Source: an optimization exercise on an open RTL-to-GDS flow (aim: small area and a short achievable clock period). Production flows keep margins and buffers that such runs may drop. No functional check of the RTL was part of any run shown here. Power is estimated from default activity; no workload was simulated.

--- constraint.sdc ---
create_clock -name core_clock -period 7.0 [get_ports {FPUCLK}]
set_input_delay 1.4000 -clock core_clock [delete_from_list [all_inputs] [get_ports {FPUCLK}]]
set_output_delay 1.4000 -clock core_clock [all_outputs]
set_load 0.01 [all_outputs]
--- design.v ---
module alu(FPUCLK, RST, A, B, CTRL, OUT);
  input FPUCLK, RST;
  input [31:0] A, B;
  input [2:0] CTRL;
  output [31:0] OUT;
  wire s1, c2, x3, s4, c5, x6, s7, c8, s9, c10, x11, s12, c13, x14, s15, c16, x17, s18, c19, s20, c21, x22, s23, c24, x25, s26, c27, x28, s29, c30, s31, c32, x33, s34, c35, x36, s37, c38, x39, s40, c41, x42, s43, c44, x45, s46, c47, x48, s49, c50, x51, s52, c53, x54, s55, c56, x57, s58, c59, x60, s61, c62, x63, s64, c65, x66, s67, c68, x69, s70, c71, s72, c73, x74, s75, c76, x77, s78, c79, x80, s81, c82, x83, s84, c85, x86, s87, c88, s89, c90, x91, s92, c93, x94, s95, c96, x97, s98, c99, x100, s101, c102, x103, s104, c105, x106, s107, c108, x109, s110, c111, x112, s113, c114, x115, s116, c117, x118, s119, c120, x121, s122, c123, x124, s125, c126, x127, s128, c129, x130, s131, c132, x133, s134, c135, x136, s137, c138, x139, s140, c141, x142, s143, c144, x145, s146, c147, x148, s149, c150, x151, s152, c153, x154, s155, c156, x157, s158, c159, x160, s161, c162, x163, s164, c165, x166, s167, c168, x169, s170, c171, x172, s173, c174, x175, s176, c177, x178, s179, c180, x181, s182, c183, x184, s185, c186, x187, s188, c189, x190, s191, c192, x193, s194, c195, x196, s197, c198, x199, s200, c201, x202, s203, c204, x205, s206, c207, x208, s209, c210, x211, s212, c213, x214, s215, c216, x217, s218, c219, x220, s221, c222, x223, s224, c225, x226, s227, c228, x229, s230, c231, s232, c233, x234, s235, c236, x237, s238, c239, x240, s241, c242, x243, s244, c245, x246, s247, c248, x249, s250, c251, x252, s253, c254, x255, s256, c257, x258, s259, c260, x261, s262, c263, x264, s265, c266, x267, s268, c269, x270, s271, c272, x273, s274, c275, x276, s277, c278, x279, s280, c281, x282, s283, c284, x285, s286, c287, x288, s289, c290, x291, s292, c293, x294, s295, c296, x297, s298, c299, x300, s301, c302, x303, s304, c305, x306, s307, c308, x309, s310, c311, x312, s313, c314, x315, s316, c317, x318, s319, c320, x321, s322, c323, x324, s325, c326, x327, s328, c329, x330, s331, c332, x333, s334, c335, x336, s337, c338, x339, s340, c341, x342, s343, c344, x345, s346, c347, x348, s349, c350, x351, s352, c353, x354, s355, c356, x357, s358, c359, x360, s361, c362, x363, s364, c365, x366, s367, c368, x369, s370, c371, x372, s373, c374, s375, c376, x377, s378, c379, x380, s381, c382, s383, c384, x385, s386, c387, x388, s389, c390, x391, s392, c393, x394, s395, c396, x397, s398, c399, x400, s401, c402, x403, s404, c405, x406, s407, c408, x409, s410, c411, x412, s413, c414, x415, s416, c417, x418, s419, c420, x421, s422, c423, x424, s425, c426, x427, s428, c429, x430, s431, c432, x433, s434, c435, x436, s437, c438, x439, s440, c441, x442, s443, c444, x445, s446, c447, x448, s449, c450, x451, s452, c453, x454, s455, c456, x457, s458, c459, x460, s461, c462, x463, s464, c465, x466, s467, c468, x469, s470, c471, x472, s473, c474, x475, s476, c477, x478, s479, c480, x481, s482, c483, x484, s485, c486, x487, s488, c489, x490, s491, c492, x493, s494, c495, x496, s497, c498, x499, s500, c501, x502, s503, c504, x505, s506, c507, x508, s509, c510, x511, s512, c513, x514, s515, c516, x517, s518, c519, x520, s521, c522, x523, s524, c525, x526, s527, c528, x529, s530, c531, x532, s533, c534, s535, c536, x537, s538, c539, x540, s541, c542, x543, s544, c545, x546, s547, c548, x549, s550, c551, x552, s553, c554, x555, s556, c557, x558, s559, c560, x561, s562, c563, x564, s565, c566, x567, s568, c569, x570, s571, c572, x573, s574, c575, x576, s577, c578, x579, s580, c581, x582, s583, c584, x585, s586, c587, x588, s589, c590, x591, s592, c593, x594, s595, c596, x597, s598, c599, x600, s601, c602, x603, s604, c605, x606, s607, c608, x609, s610, c611, x612, s613, c614, x615, s616, c617, x618, s619, c620, x621, s622, c623, x624, s625, c626, x627, s628, c629, x630, s631, c632, x633, s634, c635, x636, s637, c638, x639, s640, c641, x642, s643, c644, x645, s646, c647, s648, c649, x650, s651, c652, x653, s654, c655, x656, s657, c658, x659, s660, c661, x662, s663, c664, x665, s666, c667, x668, s669, c670, x671, s672, c673, x674, s675, c676, x677, s678, c679, x680, s681, c682, x683, s684, c685, x686, s687, c688, x689, s690, c691, x692, s693, c694, x695, s696, c697, x698, s699, c700, x701, s702, c703, x704, s705, c706, x707, s708, c709, x710, s711, c712, s713, c714, x715, s716, c717, x718, s719, c720, x721, s722, c723, x724, s725, c726, x727, s728, c729, x730, s731, c732, x733, s734, c735, x736, s737, c738, x739, s740, c741, x742, s743, c744, x745, s746, c747, x748, s749, c750, x751, s752, c753, x754, s755, c756, x757, s758, c759, x760, s761, c762, x763, s764, c765, x766, s767, c768, x769, s770, c771, x772, s773, c774, x775, s776, c777, x778, s779, c780, x781;
  wire mul0 = CTRL[1], sub0 = CTRL[0];
  wire sa = A[31], sb = B[31];
  wire [7:0] ea = A[30:23], eb = B[30:23];
  wire [22:0] fa = A[22:0], fb = B[22:0];
  wire a_inf = &ea, b_inf = &eb;
  wire a_zero = ~|A, b_zero = ~|B;
  wire [7:0] dab = ea - eb;
  wire [7:0] dba = eb - ea;
  wire d_zero = (ea == eb);
  wire f_lt = (fa < fb);
  wire sp_b = a_zero;             
  wire sp_a = ~a_zero & b_zero;   
  wire sel_b = sp_b | (~sp_a & (dab[7] | (d_zero & f_lt)));
  wire [7:0] sh = dab[7] ? dba : dab;
  wire sh_big = (sh > 8'd23) | sp_a | sp_b;
  wire swap = ~mul0 & sel_b;
  wire eff_sub = sa ^ sb ^ sub0;
  wire [7:0] e_add = sel_b ? eb : ea;
  wire s_add = sp_b ? (sb | sub0) : (sel_b ? (sb ^ sub0) : sa);
  wire inf_s_add = a_inf ? sa : sb;
  wire [7:0] e_mul = ea + eb + 8'h81;
  wire s_mul = sa ^ sb;
  reg [22:0] ma, mb;        
  reg r1_swap, r1_mul, r1_sub, r1_shbig, r1_s, r1_inf, r1_zero;
  reg [4:0] r1_sh;
  reg [7:0] r1_e;
  always @(posedge FPUCLK) begin
    ma <= fa;
    mb <= fb;
    r1_swap <= swap;
    r1_mul <= mul0;
    r1_sub <= ~mul0 & eff_sub;
    r1_shbig <= sh_big;
    r1_sh <= sh[4:0];
    r1_e <= mul0 ? e_mul : e_add;
    r1_s <= mul0 ? s_mul : ((a_inf | b_inf) ? inf_s_add : s_add);
    r1_inf <= a_inf | b_inf;
    r1_zero <= mul0 & (a_zero | b_zero);
  end
  wire [22:0] xa = r1_swap ? mb : ma;
  wire [22:0] xb = r1_swap ? ma : mb;
  wire [23:0] big = {1'b1, xa};
  wire [23:0] sh0 = r1_shbig ? 24'd0 : {1'b1, xb};
  wire [23:0] sh1 = r1_sh[0] ? {1'b0, sh0[23:1]} : sh0;
  wire [23:0] sh2 = r1_sh[1] ? {2'b0, sh1[23:2]} : sh1;
  wire [23:0] sh3 = r1_sh[2] ? {4'b0, sh2[23:4]} : sh2;
  wire [23:0] sh4 = r1_sh[3] ? {8'b0, sh3[23:8]} : sh3;
  wire [23:0] sml = r1_sh[4] ? {16'b0, sh4[23:16]} : sh4;
  wire [23:0] smx = sml ^ {24{r1_sub}};
  assign x3 = mb[0] ^ (ma[22] & mb[1]);
  assign s1 = x3 ^ (ma[21] & mb[2]);
  assign c2 = x3 ? (ma[21] & mb[2]) : mb[0];
  assign x6 = (ma[20] & mb[3]) ^ (ma[19] & mb[4]);
  assign s4 = x6 ^ (ma[18] & mb[5]);
  assign c5 = x6 ? (ma[18] & mb[5]) : (ma[20] & mb[3]);
  assign s7 = (ma[17] & mb[6]) ^ (ma[16] & mb[7]);
  assign c8 = (ma[17] & mb[6]) & (ma[16] & mb[7]);
  assign x11 = mb[1] ^ (ma[22] & mb[2]);
  assign s9 = x11 ^ (ma[21] & mb[3]);
  assign c10 = x11 ? (ma[21] & mb[3]) : mb[1];
  assign x14 = (ma[20] & mb[4]) ^ (ma[19] & mb[5]);
  assign s12 = x14 ^ (ma[18] & mb[6]);
  assign c13 = x14 ? (ma[18] & mb[6]) : (ma[20] & mb[4]);
  assign x17 = (ma[17] & mb[7]) ^ (ma[16] & mb[8]);
  assign s15 = x17 ^ (ma[15] & mb[9]);
  assign c16 = x17 ? (ma[15] & mb[9]) : (ma[17] & mb[7]);
  assign s18 = (ma[14] & mb[10]) ^ (ma[13] & mb[11]);
  assign c19 = (ma[14] & mb[10]) & (ma[13] & mb[11]);
  assign x22 = mb[2] ^ (ma[22] & mb[3]);
  assign s20 = x22 ^ (ma[21] & mb[4]);
  assign c21 = x22 ? (ma[21] & mb[4]) : mb[2];
  assign x25 = (ma[20] & mb[5]) ^ (ma[19] & mb[6]);
  assign s23 = x25 ^ (ma[18] & mb[7]);
  assign c24 = x25 ? (ma[18] & mb[7]) : (ma[20] & mb[5]);
  assign x28 = (ma[17] & mb[8]) ^ (ma[16] & mb[9]);
  assign s26 = x28 ^ (ma[15] & mb[10]);
  assign c27 = x28 ? (ma[15] & mb[10]) : (ma[17] & mb[8]);
  assign s29 = (ma[14] & mb[11]) ^ (ma[13] & mb[12]);
  assign c30 = (ma[14] & mb[11]) & (ma[13] & mb[12]);
  assign x33 = mb[3] ^ (ma[22] & mb[4]);
  assign s31 = x33 ^ (ma[21] & mb[5]);
  assign c32 = x33 ? (ma[21] & mb[5]) : mb[3];
  assign x36 = (ma[20] & mb[6]) ^ (ma[19] & mb[7]);
  assign s34 = x36 ^ (ma[18] & mb[8]);
  assign c35 = x36 ? (ma[18] & mb[8]) : (ma[20] & mb[6]);
  assign x39 = (ma[17] & mb[9]) ^ (ma[16] & mb[10]);
  assign s37 = x39 ^ (ma[15] & mb[11]);
  assign c38 = x39 ? (ma[15] & mb[11]) : (ma[17] & mb[9]);
  assign x42 = mb[4] ^ (ma[22] & mb[5]);
  assign s40 = x42 ^ (ma[21] & mb[6]);
  assign c41 = x42 ? (ma[21] & mb[6]) : mb[4];
  assign x45 = (ma[20] & mb[7]) ^ (ma[19] & mb[8]);
  assign s43 = x45 ^ (ma[18] & mb[9]);
  assign c44 = x45 ? (ma[18] & mb[9]) : (ma[20] & mb[7]);
  assign x48 = mb[5] ^ (ma[22] & mb[6]);
  assign s46 = x48 ^ (ma[21] & mb[7]);
  assign c47 = x48 ? (ma[21] & mb[7]) : mb[5];
  assign x51 = s1 ^ s4;
  assign s49 = x51 ^ s7;
  assign c50 = x51 ? s7 : s1;
  assign x54 = (ma[15] & mb[8]) ^ (ma[14] & mb[9]);
  assign s52 = x54 ^ (ma[13] & mb[10]);
  assign c53 = x54 ? (ma[13] & mb[10]) : (ma[15] & mb[8]);
  assign x57 = (ma[12] & mb[11]) ^ (ma[11] & mb[12]);
  assign s55 = x57 ^ (ma[10] & mb[13]);
  assign c56 = x57 ? (ma[10] & mb[13]) : (ma[12] & mb[11]);
  assign x60 = s9 ^ s12;
  assign s58 = x60 ^ s15;
  assign c59 = x60 ? s15 : s9;
  assign x63 = s18 ^ (ma[12] & mb[12]);
  assign s61 = x63 ^ (ma[11] & mb[13]);
  assign c62 = x63 ? (ma[11] & mb[13]) : s18;
  assign x66 = (ma[10] & mb[14]) ^ (ma[9] & mb[15]);
  assign s64 = x66 ^ (ma[8] & mb[16]);
  assign c65 = x66 ? (ma[8] & mb[16]) : (ma[10] & mb[14]);
  assign x69 = (ma[7] & mb[17]) ^ (ma[6] & mb[18]);
  assign s67 = x69 ^ (ma[5] & mb[19]);
  assign c68 = x69 ? (ma[5] & mb[19]) : (ma[7] & mb[17]);
  assign s70 = (ma[4] & mb[20]) ^ (ma[3] & mb[21]);
  assign c71 = (ma[4] & mb[20]) & (ma[3] & mb[21]);
  assign x74 = s20 ^ s23;
  assign s72 = x74 ^ s26;
  assign c73 = x74 ? s26 : s20;
  assign x77 = s29 ^ (ma[12] & mb[13]);
  assign s75 = x77 ^ (ma[11] & mb[14]);
  assign c76 = x77 ? (ma[11] & mb[14]) : s29;
  assign x80 = (ma[10] & mb[15]) ^ (ma[9] & mb[16]);
  assign s78 = x80 ^ (ma[8] & mb[17]);
  assign c79 = x80 ? (ma[8] & mb[17]) : (ma[10] & mb[15]);
  assign x83 = (ma[7] & mb[18]) ^ (ma[6] & mb[19]);
  assign s81 = x83 ^ (ma[5] & mb[20]);
  assign c82 = x83 ? (ma[5] & mb[20]) : (ma[7] & mb[18]);
  assign x86 = (ma[4] & mb[21]) ^ (ma[3] & mb[22]);
  assign s84 = x86 ^ ma[2];
  assign c85 = x86 ? ma[2] : (ma[4] & mb[21]);
  assign s87 = c10 ^ c13;
  assign c88 = c10 & c13;
  assign x91 = s31 ^ s34;
  assign s89 = x91 ^ s37;
  assign c90 = x91 ? s37 : s31;
  assign x94 = (ma[14] & mb[12]) ^ (ma[13] & mb[13]);
  assign s92 = x94 ^ (ma[12] & mb[14]);
  assign c93 = x94 ? (ma[12] & mb[14]) : (ma[14] & mb[12]);
  assign x97 = (ma[11] & mb[15]) ^ (ma[10] & mb[16]);
  assign s95 = x97 ^ (ma[9] & mb[17]);
  assign c96 = x97 ? (ma[9] & mb[17]) : (ma[11] & mb[15]);
  assign x100 = (ma[8] & mb[18]) ^ (ma[7] & mb[19]);
  assign s98 = x100 ^ (ma[6] & mb[20]);
  assign c99 = x100 ? (ma[6] & mb[20]) : (ma[8] & mb[18]);
  assign x103 = (ma[5] & mb[21]) ^ (ma[4] & mb[22]);
  assign s101 = x103 ^ ma[3];
  assign c102 = x103 ? ma[3] : (ma[5] & mb[21]);
  assign x106 = c21 ^ c24;
  assign s104 = x106 ^ c27;
  assign c105 = x106 ? c27 : c21;
  assign x109 = s40 ^ s43;
  assign s107 = x109 ^ (ma[17] & mb[10]);
  assign c108 = x109 ? (ma[17] & mb[10]) : s40;
  assign x112 = (ma[16] & mb[11]) ^ (ma[15] & mb[12]);
  assign s110 = x112 ^ (ma[14] & mb[13]);
  assign c111 = x112 ? (ma[14] & mb[13]) : (ma[16] & mb[11]);
  assign x115 = (ma[13] & mb[14]) ^ (ma[12] & mb[15]);
  assign s113 = x115 ^ (ma[11] & mb[16]);
  assign c114 = x115 ? (ma[11] & mb[16]) : (ma[13] & mb[14]);
  assign x118 = (ma[10] & mb[17]) ^ (ma[9] & mb[18]);
  assign s116 = x118 ^ (ma[8] & mb[19]);
  assign c117 = x118 ? (ma[8] & mb[19]) : (ma[10] & mb[17]);
  assign x121 = (ma[7] & mb[20]) ^ (ma[6] & mb[21]);
  assign s119 = x121 ^ (ma[5] & mb[22]);
  assign c120 = x121 ? (ma[5] & mb[22]) : (ma[7] & mb[20]);
  assign x124 = ma[4] ^ c32;
  assign s122 = x124 ^ c35;
  assign c123 = x124 ? c35 : ma[4];
  assign x127 = s46 ^ (ma[20] & mb[8]);
  assign s125 = x127 ^ (ma[19] & mb[9]);
  assign c126 = x127 ? (ma[19] & mb[9]) : s46;
  assign x130 = (ma[18] & mb[10]) ^ (ma[17] & mb[11]);
  assign s128 = x130 ^ (ma[16] & mb[12]);
  assign c129 = x130 ? (ma[16] & mb[12]) : (ma[18] & mb[10]);
  assign x133 = (ma[15] & mb[13]) ^ (ma[14] & mb[14]);
  assign s131 = x133 ^ (ma[13] & mb[15]);
  assign c132 = x133 ? (ma[13] & mb[15]) : (ma[15] & mb[13]);
  assign x136 = (ma[12] & mb[16]) ^ (ma[11] & mb[17]);
  assign s134 = x136 ^ (ma[10] & mb[18]);
  assign c135 = x136 ? (ma[10] & mb[18]) : (ma[12] & mb[16]);
  assign x139 = (ma[9] & mb[19]) ^ (ma[8] & mb[20]);
  assign s137 = x139 ^ (ma[7] & mb[21]);
  assign c138 = x139 ? (ma[7] & mb[21]) : (ma[9] & mb[19]);
  assign x142 = (ma[6] & mb[22]) ^ ma[5];
  assign s140 = x142 ^ c41;
  assign c141 = x142 ? c41 : (ma[6] & mb[22]);
  assign x145 = mb[6] ^ (ma[22] & mb[7]);
  assign s143 = x145 ^ (ma[21] & mb[8]);
  assign c144 = x145 ? (ma[21] & mb[8]) : mb[6];
  assign x148 = (ma[20] & mb[9]) ^ (ma[19] & mb[10]);
  assign s146 = x148 ^ (ma[18] & mb[11]);
  assign c147 = x148 ? (ma[18] & mb[11]) : (ma[20] & mb[9]);
  assign x151 = (ma[17] & mb[12]) ^ (ma[16] & mb[13]);
  assign s149 = x151 ^ (ma[15] & mb[14]);
  assign c150 = x151 ? (ma[15] & mb[14]) : (ma[17] & mb[12]);
  assign x154 = (ma[14] & mb[15]) ^ (ma[13] & mb[16]);
  assign s152 = x154 ^ (ma[12] & mb[17]);
  assign c153 = x154 ? (ma[12] & mb[17]) : (ma[14] & mb[15]);
  assign x157 = (ma[11] & mb[18]) ^ (ma[10] & mb[19]);
  assign s155 = x157 ^ (ma[9] & mb[20]);
  assign c156 = x157 ? (ma[9] & mb[20]) : (ma[11] & mb[18]);
  assign x160 = (ma[8] & mb[21]) ^ (ma[7] & mb[22]);
  assign s158 = x160 ^ ma[6];
  assign c159 = x160 ? ma[6] : (ma[8] & mb[21]);
  assign x163 = mb[7] ^ (ma[22] & mb[8]);
  assign s161 = x163 ^ (ma[21] & mb[9]);
  assign c162 = x163 ? (ma[21] & mb[9]) : mb[7];
  assign x166 = (ma[20] & mb[10]) ^ (ma[19] & mb[11]);
  assign s164 = x166 ^ (ma[18] & mb[12]);
  assign c165 = x166 ? (ma[18] & mb[12]) : (ma[20] & mb[10]);
  assign x169 = (ma[17] & mb[13]) ^ (ma[16] & mb[14]);
  assign s167 = x169 ^ (ma[15] & mb[15]);
  assign c168 = x169 ? (ma[15] & mb[15]) : (ma[17] & mb[13]);
  assign x172 = (ma[14] & mb[16]) ^ (ma[13] & mb[17]);
  assign s170 = x172 ^ (ma[12] & mb[18]);
  assign c171 = x172 ? (ma[12] & mb[18]) : (ma[14] & mb[16]);
  assign x175 = (ma[11] & mb[19]) ^ (ma[10] & mb[20]);
  assign s173 = x175 ^ (ma[9] & mb[21]);
  assign c174 = x175 ? (ma[9] & mb[21]) : (ma[11] & mb[19]);
  assign x178 = mb[8] ^ (ma[22] & mb[9]);
  assign s176 = x178 ^ (ma[21] & mb[10]);
  assign c177 = x178 ? (ma[21] & mb[10]) : mb[8];
  assign x181 = (ma[20] & mb[11]) ^ (ma[19] & mb[12]);
  assign s179 = x181 ^ (ma[18] & mb[13]);
  assign c180 = x181 ? (ma[18] & mb[13]) : (ma[20] & mb[11]);
  assign x184 = (ma[17] & mb[14]) ^ (ma[16] & mb[15]);
  assign s182 = x184 ^ (ma[15] & mb[16]);
  assign c183 = x184 ? (ma[15] & mb[16]) : (ma[17] & mb[14]);
  assign x187 = (ma[14] & mb[17]) ^ (ma[13] & mb[18]);
  assign s185 = x187 ^ (ma[12] & mb[19]);
  assign c186 = x187 ? (ma[12] & mb[19]) : (ma[14] & mb[17]);
  assign x190 = mb[9] ^ (ma[22] & mb[10]);
  assign s188 = x190 ^ (ma[21] & mb[11]);
  assign c189 = x190 ? (ma[21] & mb[11]) : mb[9];
  assign x193 = (ma[20] & mb[12]) ^ (ma[19] & mb[13]);
  assign s191 = x193 ^ (ma[18] & mb[14]);
  assign c192 = x193 ? (ma[18] & mb[14]) : (ma[20] & mb[12]);
  assign x196 = (ma[17] & mb[15]) ^ (ma[16] & mb[16]);
  assign s194 = x196 ^ (ma[15] & mb[17]);
  assign c195 = x196 ? (ma[15] & mb[17]) : (ma[17] & mb[15]);
  assign x199 = mb[10] ^ (ma[22] & mb[11]);
  assign s197 = x199 ^ (ma[21] & mb[12]);
  assign c198 = x199 ? (ma[21] & mb[12]) : mb[10];
  assign x202 = (ma[20] & mb[13]) ^ (ma[19] & mb[14]);
  assign s200 = x202 ^ (ma[18] & mb[15]);
  assign c201 = x202 ? (ma[18] & mb[15]) : (ma[20] & mb[13]);
  assign x205 = mb[11] ^ (ma[22] & mb[12]);
  assign s203 = x205 ^ (ma[21] & mb[13]);
  assign c204 = x205 ? (ma[21] & mb[13]) : mb[11];
  assign x208 = s49 ^ s52;
  assign s206 = x208 ^ s55;
  assign c207 = x208 ? s55 : s49;
  assign x211 = (ma[9] & mb[14]) ^ (ma[8] & mb[15]);
  assign s209 = x211 ^ (ma[7] & mb[16]);
  assign c210 = x211 ? (ma[7] & mb[16]) : (ma[9] & mb[14]);
  assign x214 = s58 ^ s61;
  assign s212 = x214 ^ s64;
  assign c213 = x214 ? s64 : s58;
  assign x217 = s67 ^ s70;
  assign s215 = x217 ^ (ma[2] & mb[22]);
  assign c216 = x217 ? (ma[2] & mb[22]) : s67;
  assign x220 = ma[1] ^ c2;
  assign s218 = x220 ^ c5;
  assign c219 = x220 ? c5 : ma[1];
  assign x223 = s72 ^ s75;
  assign s221 = x223 ^ s78;
  assign c222 = x223 ? s78 : s72;
  assign x226 = s81 ^ s84;
  assign s224 = x226 ^ s87;
  assign c225 = x226 ? s87 : s81;
  assign x229 = c16 ^ c19;
  assign s227 = x229 ^ c59;
  assign c228 = x229 ? c59 : c16;
  assign s230 = c62 ^ c65;
  assign c231 = c62 & c65;
  assign x234 = s89 ^ s92;
  assign s232 = x234 ^ s95;
  assign c233 = x234 ? s95 : s89;
  assign x237 = s98 ^ s101;
  assign s235 = x237 ^ s104;
  assign c236 = x237 ? s104 : s98;
  assign x240 = c30 ^ c73;
  assign s238 = x240 ^ c76;
  assign c239 = x240 ? c76 : c30;
  assign x243 = c79 ^ c82;
  assign s241 = x243 ^ c85;
  assign c242 = x243 ? c85 : c79;
  assign x246 = s107 ^ s110;
  assign s244 = x246 ^ s113;
  assign c245 = x246 ? s113 : s107;
  assign x249 = s116 ^ s119;
  assign s247 = x249 ^ s122;
  assign c248 = x249 ? s122 : s116;
  assign x252 = c38 ^ c90;
  assign s250 = x252 ^ c93;
  assign c251 = x252 ? c93 : c38;
  assign x255 = c96 ^ c99;
  assign s253 = x255 ^ c102;
  assign c254 = x255 ? c102 : c96;
  assign x258 = s125 ^ s128;
  assign s256 = x258 ^ s131;
  assign c257 = x258 ? s131 : s125;
  assign x261 = s134 ^ s137;
  assign s259 = x261 ^ s140;
  assign c260 = x261 ? s140 : s134;
  assign x264 = c44 ^ c108;
  assign s262 = x264 ^ c111;
  assign c263 = x264 ? c111 : c44;
  assign x267 = c114 ^ c117;
  assign s265 = x267 ^ c120;
  assign c266 = x267 ? c120 : c114;
  assign x270 = s143 ^ s146;
  assign s268 = x270 ^ s149;
  assign c269 = x270 ? s149 : s143;
  assign x273 = s152 ^ s155;
  assign s271 = x273 ^ s158;
  assign c272 = x273 ? s158 : s152;
  assign x276 = c47 ^ c126;
  assign s274 = x276 ^ c129;
  assign c275 = x276 ? c129 : c47;
  assign x279 = c132 ^ c135;
  assign s277 = x279 ^ c138;
  assign c278 = x279 ? c138 : c132;
  assign x282 = s161 ^ s164;
  assign s280 = x282 ^ s167;
  assign c281 = x282 ? s167 : s161;
  assign x285 = s170 ^ s173;
  assign s283 = x285 ^ (ma[8] & mb[22]);
  assign c284 = x285 ? (ma[8] & mb[22]) : s170;
  assign x288 = ma[7] ^ c144;
  assign s286 = x288 ^ c147;
  assign c287 = x288 ? c147 : ma[7];
  assign x291 = c150 ^ c153;
  assign s289 = x291 ^ c156;
  assign c290 = x291 ? c156 : c150;
  assign x294 = s176 ^ s179;
  assign s292 = x294 ^ s182;
  assign c293 = x294 ? s182 : s176;
  assign x297 = s185 ^ (ma[11] & mb[20]);
  assign s295 = x297 ^ (ma[10] & mb[21]);
  assign c296 = x297 ? (ma[10] & mb[21]) : s185;
  assign x300 = (ma[9] & mb[22]) ^ ma[8];
  assign s298 = x300 ^ c162;
  assign c299 = x300 ? c162 : (ma[9] & mb[22]);
  assign x303 = c165 ^ c168;
  assign s301 = x303 ^ c171;
  assign c302 = x303 ? c171 : c165;
  assign x306 = s188 ^ s191;
  assign s304 = x306 ^ s194;
  assign c305 = x306 ? s194 : s188;
  assign x309 = (ma[14] & mb[18]) ^ (ma[13] & mb[19]);
  assign s307 = x309 ^ (ma[12] & mb[20]);
  assign c308 = x309 ? (ma[12] & mb[20]) : (ma[14] & mb[18]);
  assign x312 = (ma[11] & mb[21]) ^ (ma[10] & mb[22]);
  assign s310 = x312 ^ ma[9];
  assign c311 = x312 ? ma[9] : (ma[11] & mb[21]);
  assign x315 = c177 ^ c180;
  assign s313 = x315 ^ c183;
  assign c314 = x315 ? c183 : c177;
  assign x318 = s197 ^ s200;
  assign s316 = x318 ^ (ma[17] & mb[16]);
  assign c317 = x318 ? (ma[17] & mb[16]) : s197;
  assign x321 = (ma[16] & mb[17]) ^ (ma[15] & mb[18]);
  assign s319 = x321 ^ (ma[14] & mb[19]);
  assign c320 = x321 ? (ma[14] & mb[19]) : (ma[16] & mb[17]);
  assign x324 = (ma[13] & mb[20]) ^ (ma[12] & mb[21]);
  assign s322 = x324 ^ (ma[11] & mb[22]);
  assign c323 = x324 ? (ma[11] & mb[22]) : (ma[13] & mb[20]);
  assign x327 = ma[10] ^ c189;
  assign s325 = x327 ^ c192;
  assign c326 = x327 ? c192 : ma[10];
  assign x330 = s203 ^ (ma[20] & mb[14]);
  assign s328 = x330 ^ (ma[19] & mb[15]);
  assign c329 = x330 ? (ma[19] & mb[15]) : s203;
  assign x333 = (ma[18] & mb[16]) ^ (ma[17] & mb[17]);
  assign s331 = x333 ^ (ma[16] & mb[18]);
  assign c332 = x333 ? (ma[16] & mb[18]) : (ma[18] & mb[16]);
  assign x336 = (ma[15] & mb[19]) ^ (ma[14] & mb[20]);
  assign s334 = x336 ^ (ma[13] & mb[21]);
  assign c335 = x336 ? (ma[13] & mb[21]) : (ma[15] & mb[19]);
  assign x339 = (ma[12] & mb[22]) ^ ma[11];
  assign s337 = x339 ^ c198;
  assign c338 = x339 ? c198 : (ma[12] & mb[22]);
  assign x342 = mb[12] ^ (ma[22] & mb[13]);
  assign s340 = x342 ^ (ma[21] & mb[14]);
  assign c341 = x342 ? (ma[21] & mb[14]) : mb[12];
  assign x345 = (ma[20] & mb[15]) ^ (ma[19] & mb[16]);
  assign s343 = x345 ^ (ma[18] & mb[17]);
  assign c344 = x345 ? (ma[18] & mb[17]) : (ma[20] & mb[15]);
  assign x348 = (ma[17] & mb[18]) ^ (ma[16] & mb[19]);
  assign s346 = x348 ^ (ma[15] & mb[20]);
  assign c347 = x348 ? (ma[15] & mb[20]) : (ma[17] & mb[18]);
  assign x351 = (ma[14] & mb[21]) ^ (ma[13] & mb[22]);
  assign s349 = x351 ^ ma[12];
  assign c350 = x351 ? ma[12] : (ma[14] & mb[21]);
  assign x354 = mb[13] ^ (ma[22] & mb[14]);
  assign s352 = x354 ^ (ma[21] & mb[15]);
  assign c353 = x354 ? (ma[21] & mb[15]) : mb[13];
  assign x357 = (ma[20] & mb[16]) ^ (ma[19] & mb[17]);
  assign s355 = x357 ^ (ma[18] & mb[18]);
  assign c356 = x357 ? (ma[18] & mb[18]) : (ma[20] & mb[16]);
  assign x360 = (ma[17] & mb[19]) ^ (ma[16] & mb[20]);
  assign s358 = x360 ^ (ma[15] & mb[21]);
  assign c359 = x360 ? (ma[15] & mb[21]) : (ma[17] & mb[19]);
  assign x363 = mb[14] ^ (ma[22] & mb[15]);
  assign s361 = x363 ^ (ma[21] & mb[16]);
  assign c362 = x363 ? (ma[21] & mb[16]) : mb[14];
  assign x366 = (ma[20] & mb[17]) ^ (ma[19] & mb[18]);
  assign s364 = x366 ^ (ma[18] & mb[19]);
  assign c365 = x366 ? (ma[18] & mb[19]) : (ma[20] & mb[17]);
  assign x369 = mb[15] ^ (ma[22] & mb[16]);
  assign s367 = x369 ^ (ma[21] & mb[17]);
  assign c368 = x369 ? (ma[21] & mb[17]) : mb[15];
  assign x372 = s206 ^ s209;
  assign s370 = x372 ^ (ma[6] & mb[17]);
  assign c371 = x372 ? (ma[6] & mb[17]) : s206;
  assign s373 = (ma[5] & mb[18]) ^ (ma[4] & mb[19]);
  assign c374 = (ma[5] & mb[18]) & (ma[4] & mb[19]);
  assign x377 = s212 ^ s215;
  assign s375 = x377 ^ s218;
  assign c376 = x377 ? s218 : s212;
  assign x380 = c8 ^ c50;
  assign s378 = x380 ^ c53;
  assign c379 = x380 ? c53 : c8;
  assign s381 = c56 ^ c207;
  assign c382 = c56 & c207;
  assign x385 = s221 ^ s224;
  assign s383 = x385 ^ s227;
  assign c384 = x385 ? s227 : s221;
  assign x388 = s230 ^ c68;
  assign s386 = x388 ^ c71;
  assign c387 = x388 ? c71 : s230;
  assign x391 = c213 ^ c216;
  assign s389 = x391 ^ c219;
  assign c390 = x391 ? c219 : c213;
  assign x394 = s232 ^ s235;
  assign s392 = x394 ^ s238;
  assign c393 = x394 ? s238 : s232;
  assign x397 = s241 ^ c88;
  assign s395 = x397 ^ c222;
  assign c396 = x397 ? c222 : s241;
  assign x400 = c225 ^ c228;
  assign s398 = x400 ^ c231;
  assign c399 = x400 ? c231 : c225;
  assign x403 = s244 ^ s247;
  assign s401 = x403 ^ s250;
  assign c402 = x403 ? s250 : s244;
  assign x406 = s253 ^ c105;
  assign s404 = x406 ^ c233;
  assign c405 = x406 ? c233 : s253;
  assign x409 = c236 ^ c239;
  assign s407 = x409 ^ c242;
  assign c408 = x409 ? c242 : c236;
  assign x412 = s256 ^ s259;
  assign s410 = x412 ^ s262;
  assign c411 = x412 ? s262 : s256;
  assign x415 = s265 ^ c123;
  assign s413 = x415 ^ c245;
  assign c414 = x415 ? c245 : s265;
  assign x418 = c248 ^ c251;
  assign s416 = x418 ^ c254;
  assign c417 = x418 ? c254 : c248;
  assign x421 = s268 ^ s271;
  assign s419 = x421 ^ s274;
  assign c420 = x421 ? s274 : s268;
  assign x424 = s277 ^ c141;
  assign s422 = x424 ^ c257;
  assign c423 = x424 ? c257 : s277;
  assign x427 = c260 ^ c263;
  assign s425 = x427 ^ c266;
  assign c426 = x427 ? c266 : c260;
  assign x430 = s280 ^ s283;
  assign s428 = x430 ^ s286;
  assign c429 = x430 ? s286 : s280;
  assign x433 = s289 ^ c159;
  assign s431 = x433 ^ c269;
  assign c432 = x433 ? c269 : s289;
  assign x436 = c272 ^ c275;
  assign s434 = x436 ^ c278;
  assign c435 = x436 ? c278 : c272;
  assign x439 = s292 ^ s295;
  assign s437 = x439 ^ s298;
  assign c438 = x439 ? s298 : s292;
  assign x442 = s301 ^ c174;
  assign s440 = x442 ^ c281;
  assign c441 = x442 ? c281 : s301;
  assign x445 = c284 ^ c287;
  assign s443 = x445 ^ c290;
  assign c444 = x445 ? c290 : c284;
  assign x448 = s304 ^ s307;
  assign s446 = x448 ^ s310;
  assign c447 = x448 ? s310 : s304;
  assign x451 = s313 ^ c186;
  assign s449 = x451 ^ c293;
  assign c450 = x451 ? c293 : s313;
  assign x454 = c296 ^ c299;
  assign s452 = x454 ^ c302;
  assign c453 = x454 ? c302 : c296;
  assign x457 = s316 ^ s319;
  assign s455 = x457 ^ s322;
  assign c456 = x457 ? s322 : s316;
  assign x460 = s325 ^ c195;
  assign s458 = x460 ^ c305;
  assign c459 = x460 ? c305 : s325;
  assign x463 = c308 ^ c311;
  assign s461 = x463 ^ c314;
  assign c462 = x463 ? c314 : c308;
  assign x466 = s328 ^ s331;
  assign s464 = x466 ^ s334;
  assign c465 = x466 ? s334 : s328;
  assign x469 = s337 ^ c201;
  assign s467 = x469 ^ c317;
  assign c468 = x469 ? c317 : s337;
  assign x472 = c320 ^ c323;
  assign s470 = x472 ^ c326;
  assign c471 = x472 ? c326 : c320;
  assign x475 = s340 ^ s343;
  assign s473 = x475 ^ s346;
  assign c474 = x475 ? s346 : s340;
  assign x478 = s349 ^ c204;
  assign s476 = x478 ^ c329;
  assign c477 = x478 ? c329 : s349;
  assign x481 = c332 ^ c335;
  assign s479 = x481 ^ c338;
  assign c480 = x481 ? c338 : c332;
  assign x484 = s352 ^ s355;
  assign s482 = x484 ^ s358;
  assign c483 = x484 ? s358 : s352;
  assign x487 = (ma[14] & mb[22]) ^ ma[13];
  assign s485 = x487 ^ c341;
  assign c486 = x487 ? c341 : (ma[14] & mb[22]);
  assign x490 = c344 ^ c347;
  assign s488 = x490 ^ c350;
  assign c489 = x490 ? c350 : c344;
  assign x493 = s361 ^ s364;
  assign s491 = x493 ^ (ma[17] & mb[20]);
  assign c492 = x493 ? (ma[17] & mb[20]) : s361;
  assign x496 = (ma[16] & mb[21]) ^ (ma[15] & mb[22]);
  assign s494 = x496 ^ ma[14];
  assign c495 = x496 ? ma[14] : (ma[16] & mb[21]);
  assign x499 = c353 ^ c356;
  assign s497 = x499 ^ c359;
  assign c498 = x499 ? c359 : c353;
  assign x502 = s367 ^ (ma[20] & mb[18]);
  assign s500 = x502 ^ (ma[19] & mb[19]);
  assign c501 = x502 ? (ma[19] & mb[19]) : s367;
  assign x505 = (ma[18] & mb[20]) ^ (ma[17] & mb[21]);
  assign s503 = x505 ^ (ma[16] & mb[22]);
  assign c504 = x505 ? (ma[16] & mb[22]) : (ma[18] & mb[20]);
  assign x508 = ma[15] ^ c362;
  assign s506 = x508 ^ c365;
  assign c507 = x508 ? c365 : ma[15];
  assign x511 = mb[16] ^ (ma[22] & mb[17]);
  assign s509 = x511 ^ (ma[21] & mb[18]);
  assign c510 = x511 ? (ma[21] & mb[18]) : mb[16];
  assign x514 = (ma[20] & mb[19]) ^ (ma[19] & mb[20]);
  assign s512 = x514 ^ (ma[18] & mb[21]);
  assign c513 = x514 ? (ma[18] & mb[21]) : (ma[20] & mb[19]);
  assign x517 = (ma[17] & mb[22]) ^ ma[16];
  assign s515 = x517 ^ c368;
  assign c516 = x517 ? c368 : (ma[17] & mb[22]);
  assign x520 = mb[17] ^ (ma[22] & mb[18]);
  assign s518 = x520 ^ (ma[21] & mb[19]);
  assign c519 = x520 ? (ma[21] & mb[19]) : mb[17];
  assign x523 = (ma[20] & mb[20]) ^ (ma[19] & mb[21]);
  assign s521 = x523 ^ (ma[18] & mb[22]);
  assign c522 = x523 ? (ma[18] & mb[22]) : (ma[20] & mb[20]);
  assign x526 = mb[18] ^ (ma[22] & mb[19]);
  assign s524 = x526 ^ (ma[21] & mb[20]);
  assign c525 = x526 ? (ma[21] & mb[20]) : mb[18];
  assign x529 = s370 ^ s373;
  assign s527 = x529 ^ (ma[3] & mb[20]);
  assign c528 = x529 ? (ma[3] & mb[20]) : s370;
  assign x532 = s375 ^ s378;
  assign s530 = x532 ^ s381;
  assign c531 = x532 ? s381 : s375;
  assign s533 = c210 ^ c371;
  assign c534 = c210 & c371;
  assign x537 = s383 ^ s386;
  assign s535 = x537 ^ s389;
  assign c536 = x537 ? s389 : s383;
  assign x540 = c376 ^ c379;
  assign s538 = x540 ^ c382;
  assign c539 = x540 ? c382 : c376;
  assign x543 = s392 ^ s395;
  assign s541 = x543 ^ s398;
  assign c542 = x543 ? s398 : s392;
  assign x546 = c384 ^ c387;
  assign s544 = x546 ^ c390;
  assign c545 = x546 ? c390 : c384;
  assign x549 = s401 ^ s404;
  assign s547 = x549 ^ s407;
  assign c548 = x549 ? s407 : s401;
  assign x552 = c393 ^ c396;
  assign s550 = x552 ^ c399;
  assign c551 = x552 ? c399 : c393;
  assign x555 = s410 ^ s413;
  assign s553 = x555 ^ s416;
  assign c554 = x555 ? s416 : s410;
  assign x558 = c402 ^ c405;
  assign s556 = x558 ^ c408;
  assign c557 = x558 ? c408 : c402;
  assign x561 = s419 ^ s422;
  assign s559 = x561 ^ s425;
  assign c560 = x561 ? s425 : s419;
  assign x564 = c411 ^ c414;
  assign s562 = x564 ^ c417;
  assign c563 = x564 ? c417 : c411;
  assign x567 = s428 ^ s431;
  assign s565 = x567 ^ s434;
  assign c566 = x567 ? s434 : s428;
  assign x570 = c420 ^ c423;
  assign s568 = x570 ^ c426;
  assign c569 = x570 ? c426 : c420;
  assign x573 = s437 ^ s440;
  assign s571 = x573 ^ s443;
  assign c572 = x573 ? s443 : s437;
  assign x576 = c429 ^ c432;
  assign s574 = x576 ^ c435;
  assign c575 = x576 ? c435 : c429;
  assign x579 = s446 ^ s449;
  assign s577 = x579 ^ s452;
  assign c578 = x579 ? s452 : s446;
  assign x582 = c438 ^ c441;
  assign s580 = x582 ^ c444;
  assign c581 = x582 ? c444 : c438;
  assign x585 = s455 ^ s458;
  assign s583 = x585 ^ s461;
  assign c584 = x585 ? s461 : s455;
  assign x588 = c447 ^ c450;
  assign s586 = x588 ^ c453;
  assign c587 = x588 ? c453 : c447;
  assign x591 = s464 ^ s467;
  assign s589 = x591 ^ s470;
  assign c590 = x591 ? s470 : s464;
  assign x594 = c456 ^ c459;
  assign s592 = x594 ^ c462;
  assign c593 = x594 ? c462 : c456;
  assign x597 = s473 ^ s476;
  assign s595 = x597 ^ s479;
  assign c596 = x597 ? s479 : s473;
  assign x600 = c465 ^ c468;
  assign s598 = x600 ^ c471;
  assign c599 = x600 ? c471 : c465;
  assign x603 = s482 ^ s485;
  assign s601 = x603 ^ s488;
  assign c602 = x603 ? s488 : s482;
  assign x606 = c474 ^ c477;
  assign s604 = x606 ^ c480;
  assign c605 = x606 ? c480 : c474;
  assign x609 = s491 ^ s494;
  assign s607 = x609 ^ s497;
  assign c608 = x609 ? s497 : s491;
  assign x612 = c483 ^ c486;
  assign s610 = x612 ^ c489;
  assign c611 = x612 ? c489 : c483;
  assign x615 = s500 ^ s503;
  assign s613 = x615 ^ s506;
  assign c614 = x615 ? s506 : s500;
  assign x618 = c492 ^ c495;
  assign s616 = x618 ^ c498;
  assign c617 = x618 ? c498 : c492;
  assign x621 = s509 ^ s512;
  assign s619 = x621 ^ s515;
  assign c620 = x621 ? s515 : s509;
  assign x624 = c501 ^ c504;
  assign s622 = x624 ^ c507;
  assign c623 = x624 ? c507 : c501;
  assign x627 = s518 ^ s521;
  assign s625 = x627 ^ ma[17];
  assign c626 = x627 ? ma[17] : s518;
  assign x630 = c510 ^ c513;
  assign s628 = x630 ^ c516;
  assign c629 = x630 ? c516 : c510;
  assign x633 = s524 ^ (ma[20] & mb[21]);
  assign s631 = x633 ^ (ma[19] & mb[22]);
  assign c632 = x633 ? (ma[19] & mb[22]) : s524;
  assign x636 = ma[18] ^ c519;
  assign s634 = x636 ^ c522;
  assign c635 = x636 ? c522 : ma[18];
  assign x639 = mb[19] ^ (ma[22] & mb[20]);
  assign s637 = x639 ^ (ma[21] & mb[21]);
  assign c638 = x639 ? (ma[21] & mb[21]) : mb[19];
  assign x642 = (ma[20] & mb[22]) ^ ma[19];
  assign s640 = x642 ^ c525;
  assign c641 = x642 ? c525 : (ma[20] & mb[22]);
  assign x645 = mb[20] ^ (ma[22] & mb[21]);
  assign s643 = x645 ^ (ma[21] & mb[22]);
  assign c644 = x645 ? (ma[21] & mb[22]) : mb[20];
  assign s646 = s527 ^ (ma[2] & mb[21]);
  assign c647 = s527 & (ma[2] & mb[21]);
  assign x650 = s530 ^ s533;
  assign s648 = x650 ^ c374;
  assign c649 = x650 ? c374 : s530;
  assign x653 = s535 ^ s538;
  assign s651 = x653 ^ c531;
  assign c652 = x653 ? c531 : s535;
  assign x656 = s541 ^ s544;
  assign s654 = x656 ^ c536;
  assign c655 = x656 ? c536 : s541;
  assign x659 = s547 ^ s550;
  assign s657 = x659 ^ c542;
  assign c658 = x659 ? c542 : s547;
  assign x662 = s553 ^ s556;
  assign s660 = x662 ^ c548;
  assign c661 = x662 ? c548 : s553;
  assign x665 = s559 ^ s562;
  assign s663 = x665 ^ c554;
  assign c664 = x665 ? c554 : s559;
  assign x668 = s565 ^ s568;
  assign s666 = x668 ^ c560;
  assign c667 = x668 ? c560 : s565;
  assign x671 = s571 ^ s574;
  assign s669 = x671 ^ c566;
  assign c670 = x671 ? c566 : s571;
  assign x674 = s577 ^ s580;
  assign s672 = x674 ^ c572;
  assign c673 = x674 ? c572 : s577;
  assign x677 = s583 ^ s586;
  assign s675 = x677 ^ c578;
  assign c676 = x677 ? c578 : s583;
  assign x680 = s589 ^ s592;
  assign s678 = x680 ^ c584;
  assign c679 = x680 ? c584 : s589;
  assign x683 = s595 ^ s598;
  assign s681 = x683 ^ c590;
  assign c682 = x683 ? c590 : s595;
  assign x686 = s601 ^ s604;
  assign s684 = x686 ^ c596;
  assign c685 = x686 ? c596 : s601;
  assign x689 = s607 ^ s610;
  assign s687 = x689 ^ c602;
  assign c688 = x689 ? c602 : s607;
  assign x692 = s613 ^ s616;
  assign s690 = x692 ^ c608;
  assign c691 = x692 ? c608 : s613;
  assign x695 = s619 ^ s622;
  assign s693 = x695 ^ c614;
  assign c694 = x695 ? c614 : s619;
  assign x698 = s625 ^ s628;
  assign s696 = x698 ^ c620;
  assign c697 = x698 ? c620 : s625;
  assign x701 = s631 ^ s634;
  assign s699 = x701 ^ c626;
  assign c700 = x701 ? c626 : s631;
  assign x704 = s637 ^ s640;
  assign s702 = x704 ^ c632;
  assign c703 = x704 ? c632 : s637;
  assign x707 = s643 ^ ma[20];
  assign s705 = x707 ^ c638;
  assign c706 = x707 ? c638 : s643;
  assign x710 = mb[21] ^ (ma[22] & mb[22]);
  assign s708 = x710 ^ ma[21];
  assign c709 = x710 ? ma[21] : mb[21];
  reg [70:0] r2_m;
  reg [7:0] r2_e;
  reg r2_mul, r2_sub, r2_s, r2_inf, r2_zero;
  always @(posedge FPUCLK) begin
    r2_m <= {(r1_mul ? 1'b0 : smx[23]), (r1_mul ? 1'b0 : big[23]), (r1_mul & c709), (r1_mul ? ma[22] : smx[22]), (r1_mul ? mb[22] : big[22]), (r1_mul & c706), (r1_mul ? c644 : smx[21]), (r1_mul ? s708 : big[21]), (r1_mul & c703), (r1_mul ? c641 : smx[20]), (r1_mul ? s705 : big[20]), (r1_mul & c700), (r1_mul ? c635 : smx[19]), (r1_mul ? s702 : big[19]), (r1_mul & c697), (r1_mul ? c629 : smx[18]), (r1_mul ? s699 : big[18]), (r1_mul & c694), (r1_mul ? c623 : smx[17]), (r1_mul ? s696 : big[17]), (r1_mul & c691), (r1_mul ? c617 : smx[16]), (r1_mul ? s693 : big[16]), (r1_mul & c688), (r1_mul ? c611 : smx[15]), (r1_mul ? s690 : big[15]), (r1_mul & c685), (r1_mul ? c605 : smx[14]), (r1_mul ? s687 : big[14]), (r1_mul & c682), (r1_mul ? c599 : smx[13]), (r1_mul ? s684 : big[13]), (r1_mul & c679), (r1_mul ? c593 : smx[12]), (r1_mul ? s681 : big[12]), (r1_mul & c676), (r1_mul ? c587 : smx[11]), (r1_mul ? s678 : big[11]), (r1_mul & c673), (r1_mul ? c581 : smx[10]), (r1_mul ? s675 : big[10]), (r1_mul & c670), (r1_mul ? c575 : smx[9]), (r1_mul ? s672 : big[9]), (r1_mul & c667), (r1_mul ? c569 : smx[8]), (r1_mul ? s669 : big[8]), (r1_mul & c664), (r1_mul ? c563 : smx[7]), (r1_mul ? s666 : big[7]), (r1_mul & c661), (r1_mul ? c557 : smx[6]), (r1_mul ? s663 : big[6]), (r1_mul & c658), (r1_mul ? c551 : smx[5]), (r1_mul ? s660 : big[5]), (r1_mul & c655), (r1_mul ? c545 : smx[4]), (r1_mul ? s657 : big[4]), (r1_mul & c652), (r1_mul ? c539 : smx[3]), (r1_mul ? s654 : big[3]), (r1_mul & c649), (r1_mul ? c534 : smx[2]), (r1_mul ? s651 : big[2]), (r1_mul & c647), (r1_mul ? c528 : smx[1]), (r1_mul ? s648 : big[1]), (r1_mul ? ma[0] : r1_sub), (r1_mul ? (ma[1] & mb[22]) : smx[0]), (r1_mul ? s646 : big[0])};
    r2_e <= r1_e;
    r2_mul <= r1_mul;
    r2_sub <= r1_sub;
    r2_s <= r1_s;
    r2_inf <= r1_inf;
    r2_zero <= r1_zero;
  end
  assign s711 = r2_m[0] ^ r2_m[1];
  assign c712 = r2_m[0] & r2_m[1];
  assign x715 = r2_m[3] ^ r2_m[4];
  assign s713 = x715 ^ r2_m[5];
  assign c714 = x715 ? r2_m[5] : r2_m[3];
  assign x718 = r2_m[6] ^ r2_m[7];
  assign s716 = x718 ^ r2_m[8];
  assign c717 = x718 ? r2_m[8] : r2_m[6];
  assign x721 = r2_m[9] ^ r2_m[10];
  assign s719 = x721 ^ r2_m[11];
  assign c720 = x721 ? r2_m[11] : r2_m[9];
  assign x724 = r2_m[12] ^ r2_m[13];
  assign s722 = x724 ^ r2_m[14];
  assign c723 = x724 ? r2_m[14] : r2_m[12];
  assign x727 = r2_m[15] ^ r2_m[16];
  assign s725 = x727 ^ r2_m[17];
  assign c726 = x727 ? r2_m[17] : r2_m[15];
  assign x730 = r2_m[18] ^ r2_m[19];
  assign s728 = x730 ^ r2_m[20];
  assign c729 = x730 ? r2_m[20] : r2_m[18];
  assign x733 = r2_m[21] ^ r2_m[22];
  assign s731 = x733 ^ r2_m[23];
  assign c732 = x733 ? r2_m[23] : r2_m[21];
  assign x736 = r2_m[24] ^ r2_m[25];
  assign s734 = x736 ^ r2_m[26];
  assign c735 = x736 ? r2_m[26] : r2_m[24];
  assign x739 = r2_m[27] ^ r2_m[28];
  assign s737 = x739 ^ r2_m[29];
  assign c738 = x739 ? r2_m[29] : r2_m[27];
  assign x742 = r2_m[30] ^ r2_m[31];
  assign s740 = x742 ^ r2_m[32];
  assign c741 = x742 ? r2_m[32] : r2_m[30];
  assign x745 = r2_m[33] ^ r2_m[34];
  assign s743 = x745 ^ r2_m[35];
  assign c744 = x745 ? r2_m[35] : r2_m[33];
  assign x748 = r2_m[36] ^ r2_m[37];
  assign s746 = x748 ^ r2_m[38];
  assign c747 = x748 ? r2_m[38] : r2_m[36];
  assign x751 = r2_m[39] ^ r2_m[40];
  assign s749 = x751 ^ r2_m[41];
  assign c750 = x751 ? r2_m[41] : r2_m[39];
  assign x754 = r2_m[42] ^ r2_m[43];
  assign s752 = x754 ^ r2_m[44];
  assign c753 = x754 ? r2_m[44] : r2_m[42];
  assign x757 = r2_m[45] ^ r2_m[46];
  assign s755 = x757 ^ r2_m[47];
  assign c756 = x757 ? r2_m[47] : r2_m[45];
  assign x760 = r2_m[48] ^ r2_m[49];
  assign s758 = x760 ^ r2_m[50];
  assign c759 = x760 ? r2_m[50] : r2_m[48];
  assign x763 = r2_m[51] ^ r2_m[52];
  assign s761 = x763 ^ r2_m[53];
  assign c762 = x763 ? r2_m[53] : r2_m[51];
  assign x766 = r2_m[54] ^ r2_m[55];
  assign s764 = x766 ^ r2_m[56];
  assign c765 = x766 ? r2_m[56] : r2_m[54];
  assign x769 = r2_m[57] ^ r2_m[58];
  assign s767 = x769 ^ r2_m[59];
  assign c768 = x769 ? r2_m[59] : r2_m[57];
  assign x772 = r2_m[60] ^ r2_m[61];
  assign s770 = x772 ^ r2_m[62];
  assign c771 = x772 ? r2_m[62] : r2_m[60];
  assign x775 = r2_m[63] ^ r2_m[64];
  assign s773 = x775 ^ r2_m[65];
  assign c774 = x775 ? r2_m[65] : r2_m[63];
  assign x778 = r2_m[66] ^ r2_m[67];
  assign s776 = x778 ^ r2_m[68];
  assign c777 = x778 ? r2_m[68] : r2_m[66];
  assign x781 = r2_m[69] ^ r2_m[70];
  assign s779 = x781 ^ r2_mul;
  assign c780 = x781 ? r2_mul : r2_m[69];
  wire [24:0] mrow0 = {c780, s779, s776, s773, s770, s767, s764, s761, s758, s755, s752, s749, s746, s743, s740, s737, s734, s731, s728, s725, s722, s719, s716, s713, s711};
  wire [24:0] mrow1 = {1'b0, c777, c774, c771, c768, c765, c762, c759, c756, c753, c750, c747, c744, c741, c738, c735, c732, c729, c726, c723, c720, c717, c714, c712, r2_m[2]};
  wire [24:0] msum = mrow0 + mrow1;
  wire [24:0] m3 = {msum[24] & ~r2_sub, msum[23:0]};
  reg [24:0] r3_m;
  reg [7:0] r3_e;
  reg r3_s, r3_inf, r3_zero;
  always @(posedge FPUCLK) begin
    r3_m <= m3;
    r3_e <= r2_e;
    r3_s <= r2_s;
    r3_inf <= r2_inf;
    r3_zero <= r2_zero;
  end
  reg [4:0] lz;
  integer i;
  always @(*) begin
    lz = 5'd24;
    for (i = 0; i < 24; i = i + 1)
      if (r3_m[i]) lz = 5'd23 - i;
  end
  wire [23:0] nsh = r3_m[23:0] << lz;
  wire m_zero = ~|r3_m;
  wire [22:0] frac = r3_m[24] ? r3_m[23:1] : nsh[22:0];
  wire [7:0] r3_e1 = r3_e + 8'd1;
  wire kill = r3_zero | m_zero;                  
  wire fixed = r3_inf | kill;                    
  wire [7:0] e_base = r3_inf ? 8'hff : kill ? 8'h00 : (r3_m[24] ? r3_e1 : r3_e);
  wire [4:0] e_dec = (fixed | r3_m[24]) ? 5'd0 : lz;
  reg r4_s;
  reg [7:0] r4_e;
  reg [4:0] r4_d;
  reg [22:0] r4_f;
  always @(posedge FPUCLK or negedge RST) begin
    if (!RST) begin
      r4_s <= 1'b0; r4_e <= 8'd0; r4_d <= 5'd0; r4_f <= 23'd0;
    end else begin
      r4_s <= r3_s & (r3_inf | ~kill);
      r4_e <= e_base;
      r4_d <= e_dec;
      r4_f <= fixed ? 23'd0 : frac;
    end
  end
  assign OUT = {r4_s, r4_e - {3'b0, r4_d}, r4_f};
endmodule
--- flow/run.sh ---
#!/bin/bash
set -euo pipefail
cd "$(dirname "$0")/.."
export BUFFER_PORTS_ARGS="-buffer_cell sky130_fd_sc_hd__buf_2"
bash standard.sh > standard_flow.log 2>&1
--- config.mk ---
export PLATFORM = sky130hd
export DESIGN_NAME = alu
export DESIGN_NICKNAME = alu
export VERILOG_FILES = /design/flow/design.v
export SDC_FILE = /design/flow/constraint.sdc
export NUM_CORES = 4
export LEC_CHECK = 0
export CAP_MARGIN = 20
export CELL_PAD_IN_SITES_DETAIL_PLACEMENT = 1
export CORE_MARGIN = 2
export CORE_UTILIZATION = 35
export SETUP_SLACK_MARGIN = 4
export SLEW_MARGIN = 20
export TNS_END_PERCENT = 5
--- standard.sh ---
#!/bin/bash
# synth_recipe.tcl (not shown) runs the flow's synth.tcl, then flattens the netlist and writes it again
# the make line also repeats each setting of config.mk as NAME=value (left out here)
make -C /OpenROAD-flow-scripts/flow DESIGN_CONFIG=/design/flow/config.mk WORK_HOME=/design/flow/orfs CLKGATE_MAP_FILE= SYNTH_SCRIPT=/design/flow/synth_recipe.tcl "${@:-finish}"
==> run notes, run 1 <==
Status = timing/DRC/antenna clean
Layout Nets = 2822
Fmax achieved = 0.269 GHz
Worst-Margin Slew = 0.995 ns
Final Cycle Share = 53.0%
I/O pin cnt = 101
Yosys reg bits = 223
Core area = 60200 um2
CP arrival = 2.31 ns
Post-DP HPWL = 51.9 mm
TritonCTS buffer count = 25
Die width = 251 um
MaxCap Viol Count = 0
CTS Sinks = 223
Die area = 62800 um2
Share of cells above drive strength 1 = 15.7%
Util after Layout = 41.5%
Final Slew Violations = 0
Die H = 251 um
Synth area leaders = dfxtp_1 18%, xnor2_1 15%, maj3_1 8.0%, nand2_1 6.1%, ha_1 5.4%
Design Area, Final = 25000 um2
GP Congestion = 0.901
Top-count cell post-synth = xnor2_1
Starting Density = 35.3%
Final WL = 78.7 mm
Area leader, netlist = dfxtp_1
Initial antenna violation count = 7
Grt total ovfl = 0
Synthesized instance count = 2565
Post-synthesis sequential area ratio = 21.9%
Synth cell count leaders = 362 x xnor2_1, 347 x nand2_1, 186 x dfxtp_1
Area grow syn2layout = 17.5%
Startpoint class of the critical path = flip-flop
Pin count of the biggest net entering global routing = 52
Vias = 19.8k
P_leak = 10.4 nW
Vias in the first global route = 20.9k
Path type of the worst setup path = flip-flop to output port
Filler Cell Count = 6998
Critical Path End Type = output port
Clock latency at the later pin of the worst-skew pair = 0.56 ns
Syn avg cell area = 8.29 um2
# port buffers = 99
PwrDens = 400 nW/um2
Clk_skew = 0.0263 ns
Number of enable flip-flop cells after synthesis = 0
Setup_tns = 0 ns
Number of placement rows = 90
Max VDD drop = 0.000218 V
Residual DRC = 0
Critical Path RT = 5.60 ns
Avg WL per Cell = 22.7 um
Clock Tree Buf Depth = 3
Area after DPL = 22500 um2
Max H-tree Level = 1
DRT antenna net count = 0
Synth Cell Area = 21300 um2
Asr flop ratio synth = 16.6%
Post-Syn Nets = 2730
RSZ-0062 raised after global routing = yes
Main synth FF type = dfxtp_1
GRT Util Overall = 24.3%
Yosys warns = 1
Iteration-0 DRC Markers = 1210
Worst slew margin = 33.6%
Worst min-delay path class = flip-flop to flip-flop
Clk root buf = clkbuf_16
Final setup fails = 0
First-pass GRT wire length = 120 mm
Min Tclk post-route = 3.71 ns
CTS tree = built
Clock transition at path regs = 0.06 ns
Count of cell types in the netlist = 72
Critical Path Fanout Max = 2
1st-pass router iterations = 5
Fin. Hold Viols = 0
CTS Hold Buffers Added = 0
Vias per cell = 5.72
Top cell type's share of synthesized area = 17.5%
[layout by cell type (no fill, tap or decap), types with 23 or more instances in the layout]
master	n
maj3_1	160
ha_1	83
mux2i_1	74
nand3_1	32
nand4_1	27
nor4_1	27
buf_2	93
buf_4	77
a21oi_1	130
inv_1	104
and2_1	44
xnor3_1	27
dfrtp_1	37
nor2_1	168
xor2_1	116
nand2_1	343
clkbuf_16	25
a21o_1	30
o21ai_0	109
dfxtp_4	23
nor3_1	30
xnor2_1	348
dfxtp_1	154
a211oi_1	33
[worst max-delay path, stage by stage, from the launching register on]
cell and delay [ns]:
dfrtp_1 0.40, ha_4 0.18, fa_2 0.40, inv_1 0.09, a21oi_2 0.06, o21bai_2 0.20, buf_4 0.14, xor2_1 0.14
buf_2 0.16
[metal layers]
metal | vias to the layer above | track usage, % | part of all wire [%]
met1 | 9746 | 29.5 | 41
met4 | 4 | 11.7 | 5.4
met2 | 764 | 41.7 | 47
met5 | - | 0 | 0.032
met3 | 291 | 4.13 | 6.7
li1 | 8991 | - | -
[where the power goes]
part	leakage [nW]	internal [W]	switching [W]
combinational	7.90	0.00291	0.00358
clock	0.437	0.000869	0.000562
sequential	2.01	0.00168	0.000399
[state kept, by name, indices dropped and copies added, names as in the netlist, 5 cells and up]
signal / count
r4_d: 5
mb: 23
r1_sh: 5
r1_e: 8
r4_e: 8
r2_m: 71
r3_m: 25
ma: 23
r4_f: 23
r3_e: 8
r2_e: 8
[layout make-up]
type | count | area, um2 | area share, %
Multi-Input combinational cell | 2083 | 16100 | 64.4
Sequential cell | 223 | 4750 | 19.0
Timing Repair Buffer | 210 | 1820 | 7.29
Tap cell | 782 | 978 | 3.91
Clock buffer | 31 | 668 | 2.67
Inverter | 114 | 443 | 1.77
Clock inverter | 14 | 218 | 0.871
Antenna cell | 6 | 15.0 | 0.0601
[worst paths after layout]
kind / startpoint / to / slack (ns) / depth (start not counted)
max in group asynchronous: RST / r4_d[0]$_DFF_PN0_ / 5.57 / 1
setup / recovery: r4_d[0]$_DFF_PN0_ / OUT[27] / 3.29 / 8
min in group asynchronous: RST / r4_f[9]$_DFF_PN0_ / 0.93 / 1
hold / removal: r1_zero$_DFF_P_ / r2_zero$_DFF_P_ / 0.31 / 0
setup reg to reg: r3_m[19]$_DFF_P_ / r4_f[19]$_DFF_PN0_ / 3.46 / 9
hold reg to reg: r1_zero$_DFF_P_ / r2_zero$_DFF_P_ / 0.31 / 0
[through the flow]
step / instances / total power (W) / hold slack (ns) / setup WS [ns]
2_1_floorplan: 2565 / 0.00649 / 0.310 / 3.43
3_3_place_gp: 3336 / 0.00776 / 0.312 / 2.70
3_5_place_dp: 3336 / 0.00800 / 0.313 / 2.71
4_1_cts: 3441 / 0.00975 / 0.299 / 3.25
5_1_grt: 3459 / 0.0106 / 0.315 / 3.18
6_report: 3463 / 0.0100 / 0.312 / 3.29
[cell families after synthesis]
logic type                 Yosys count  share of synthesized area, %
adders and majority gates          270                          14.0
AOI/OAI and AO/OA                  452                          13.2
and+or+nand+nor                    727                          15.0
buffers and inverters              259                          4.76
xor gates and xnor gates           527                          24.9
muxes                              107                          6.29
DFF                                223                          21.9
[timing repair]
| item | in CTS | in global routing |
|---|---|---|
| endpoints found under the setup margin | 107 | 94 |
| pin swaps | 33 | 36 |
| cloned | 8 | 0 |
| gates resized for setup | 135 | 64 |
| buffers inserted | 52 | 16 |
==> inputs of run 2 (changes only) <==
--- a/config.mk
+++ b/config.mk
@@ -9,6 +9,7 @@
 export CELL_PAD_IN_SITES_DETAIL_PLACEMENT = 1
 export CORE_MARGIN = 2
 export CORE_UTILIZATION = 35
+export CTS_BUF_LIST = sky130_fd_sc_hd__clkbuf_8
 export SETUP_SLACK_MARGIN = 4
 export SLEW_MARGIN = 20
 export TNS_END_PERCENT = 5
==> run 2 against run 1 <==
  * Power rose by 1.7%
  * Highest routed layer unchanged
  * Via count rose by 0.85%
  * Area after synthesis did not move
  * Global-route usage rose by 0.53 points
  * Register-to-register slack got worse by 0.08 ns
  * Die area did not move
  * Sequential power barely moved
  * Hold slack got worse by 0.0033 ns
  * Combinational power rose by 2%
  * Largest power group unchanged
  * Still clean
==> run notes, run 2 <==
Count of cell types in the netlist = 72
I/O pin cnt = 101
Critical path cell sequence = inv_1, ha_1, a21o_1, a21oi_2, o21bai_1, a21o_1, nor3_2, xor2_1, buf_2
Post-DP HPWL = 51.9 mm
Die area = 62800 um2
Area grow syn2layout = 18.5%
Clock Tree Buf Depth = 3
Commonest cells after routing, fill and taps aside = 344 x xnor2_1, 343 x nand2_1, 169 x nor2_1, 157 x maj3_1, 153 x dfxtp_1
Worst hold slack = 0.309 ns
Pin count of the biggest net entering global routing = 52
Number of enable flip-flop cells after synthesis = 0
Post-Synth Simple-Gate Area = 15.0%
PwrDens = 404 nW/um2
First-pass GRT wire length = 123 mm
Fmax achieved = 0.264 GHz
Area occupied by multi-input gates = 16100 um2
Worst slew margin = 32.3%
Final Slew Violations = 0
Die width = 251 um
DRT antenna net count = 0
Vias = 20.0k
Worst setup path endpoint = OUT[30]
# port buffers = 99
Min Tclk post-route = 3.78 ns
Critical Path End Type = output port
Worst-Margin Slew = 1.01 ns
Final setup fails = 0
P_leak = 10.5 nW
GP Congestion = 0.901
CTS Sinks = 223
Reg2Reg Depth = 10
Path type of the worst setup path = flip-flop to output port
Post-Synth XOR/XNOR Area = 24.9%
RSZ-0062 raised after global routing = yes
Iteration-0 DRC Markers = 1349
Post-Syn Nets = 2730
Area leader, netlist = dfxtp_1
Area after DPL = 22500 um2
Critical Path Fanout Max = 2
Vias in the first global route = 21.4k
Core area = 60200 um2
Initial antenna violation count = 7
Clock transition at path regs = 0.07 ns
Yosys warns = 1
Avg WL per Cell = 23.1 um
Post-synthesis mux area share = 6.29%
Top flop regs = r2_m x71, r3_m x25
Filler Cell Count = 7032
Crit-path max cell delay = 0.38 ns
Final Cycle Share = 54.0%
Residual DRC = 0
Synth Cell Area = 21300 um2
Most common cell after layout, fill and taps aside = xnor2_1
Main combinational cell family by area after synthesis = XOR/XNOR gates
Worst min-delay path class = flip-flop to flip-flop
R2R setup slack = 3.38 ns
GRT Util Overall = 24.8%
Crit-path leading delay family = compound AO/OA/AOI/OAI gates
Crit path depth = 9
Clock latency at the later pin of the worst-skew pair = 0.59 ns
CP arrival = 2.38 ns
Max H-tree Level = 2
Vias per cell = 5.72
CP bufs+invs = 2
Biggest register = r2_m
Synth cell count leaders = 362 x xnor2_1, 347 x nand2_1, 186 x dfxtp_1
Main synth FF type = dfxtp_1
Critical R2R Launch = r3_m[23]$_DFF_P_
Top-count cell post-synth = xnor2_1
Clk_skew = 0.0331 ns
Register area = 4750 um2
Post-synthesis sequential area ratio = 21.9%
Setup_tns = 0 ns
RR Endpoint = r4_f[16]$_DFF_PN0_
Design Area, Final = 25200 um2
Hold path cells = 0
Share of cells above drive strength 1 = 17.0%
TritonCTS buffer count = 39
Layout Nets = 2842
Area share of fa/ha/maj cells after synthesis = 14.0%
Largest register FFs = 71
Yosys reg bits = 223
CTS tree = built
Fin. Hold Viols = 0
Asr flop ratio synth = 16.6%
Startpoint class of the critical path = flip-flop
Final WL = 80.7 mm
Synth area leaders = dfxtp_1 18%, xnor2_1 15%, maj3_1 8.0%, nand2_1 6.1%, ha_1 5.4%
Top cell type's share of synthesized area = 17.5%
Compound-Gate Fraction of Synth Area = 13.2%
Starting Density = 35.3%
Die H = 251 um
Clk root buf = clkbuf_8
Critical Path RT = 5.60 ns
Synthesized instance count = 2565
CP most frequent cell = a21o_1
Number of placement rows = 90
1st-pass router iterations = 5
Grt total ovfl = 0
Syn avg cell area = 8.29 um2
MaxCap Viol Count = 0
Slowest-stage cell, CP = dfrtp_1
Crit path launch = r4_d[1]$_DFF_PN0_
Max VDD drop = 0.000163 V
Status = timing/DRC/antenna clean
[run 2: cell counts after synthesis]
No cell type changed its count.
[run 2: worst min path at each step]
stage                     from  slack [ns]               to
2_1_floorplan  r1_e[0]$_DFF_P_        0.31  r2_e[0]$_DFF_P_
3_3_place_gp   r2_zero$_DFF_P_        0.31  r3_zero$_DFF_P_
3_5_place_dp   r1_e[6]$_DFF_P_        0.31  r2_e[6]$_DFF_P_
4_1_cts        r1_zero$_DFF_P_        0.29  r2_zero$_DFF_P_
5_1_grt        r1_zero$_DFF_P_        0.30  r2_zero$_DFF_P_
6_report       r1_zero$_DFF_P_        0.31  r2_zero$_DFF_P_
[run 2: worst register-to-register path: stages (launching register included)]
cell,delay (ns)
dfxtp_1,0.59
nor2_1,0.15
nand2_1,0.18
nor2_2,0.14
nand2_1,0.25
nor3_1,0.12
or2_2,0.37
nor2_1,0.69
nand2_1,0.45
a221o_1,0.42
o21ai_0,0.18
[run 2: layer usage]
| layer | vias up | global-route usage [%] | wire [um] |
|---|---|---|---|
| met5 | - | 0 | 23 |
| li1 | 9049 | - | - |
| met1 | 9822 | 29.7 | 32700 |
| met3 | 313 | 4.69 | 5470 |
| met4 | 4 | 12.6 | 4410 |
| met2 | 777 | 42.5 | 38100 |
[run 2: power by group]
group          internal, W  switching, W  total, W  leakage [nW]
Sequential         0.00168      0.000402   0.00208          2.02
Clock             0.000894      0.000601   0.00150         0.502
Combinational      0.00297       0.00362   0.00659          7.97
Total              0.00555       0.00463    0.0102          10.5
[run 2: through the flow]
stage	power (W)	setup slack, ns	std cells	util (%)
2_1_floorplan	0.00649	3.43	2565	-
5_1_grt	0.0108	3.13	3491	41.8
6_report	0.0102	3.22	3492	41.8
3_3_place_gp	0.00776	2.70	3336	37.4
4_1_cts	0.00984	3.10	3467	41.2
3_5_place_dp	0.00800	2.71	3336	37.4
[run 2: layout make-up]
class                      instances  share of cell area, %
inverter                         114                   1.80
tap                              782                   3.88
antenna                            5                 0.0496
multi-input combinational       2083                   64.1
clock inverter                    20                   1.12
sequential                       223                   18.9
timing repair buffer             216                   7.57
clock buffer                      49                   2.68
[run 2: cell families (layout without fill, tap and decap cells)]
family | Yosys count | in the layout
fa+ha+maj | 270 | 270
buf+inv | 259 | 399
mux | 107 | 107
xor+xnor | 527 | 527
simple gates | 727 | 727
compound gates | 452 | 452
other cells | 0 | 5
flops | 223 | 223
[run 2: repair_timing]
item / CTS / global route
gates resized for setup: 153 / 61
hold buffers: 0 / 0
buffers inserted: 53 / 20
gates cloned: 9 / 0
endpoints found under the setup margin: 108 / 106
pin swaps: 41 / 39
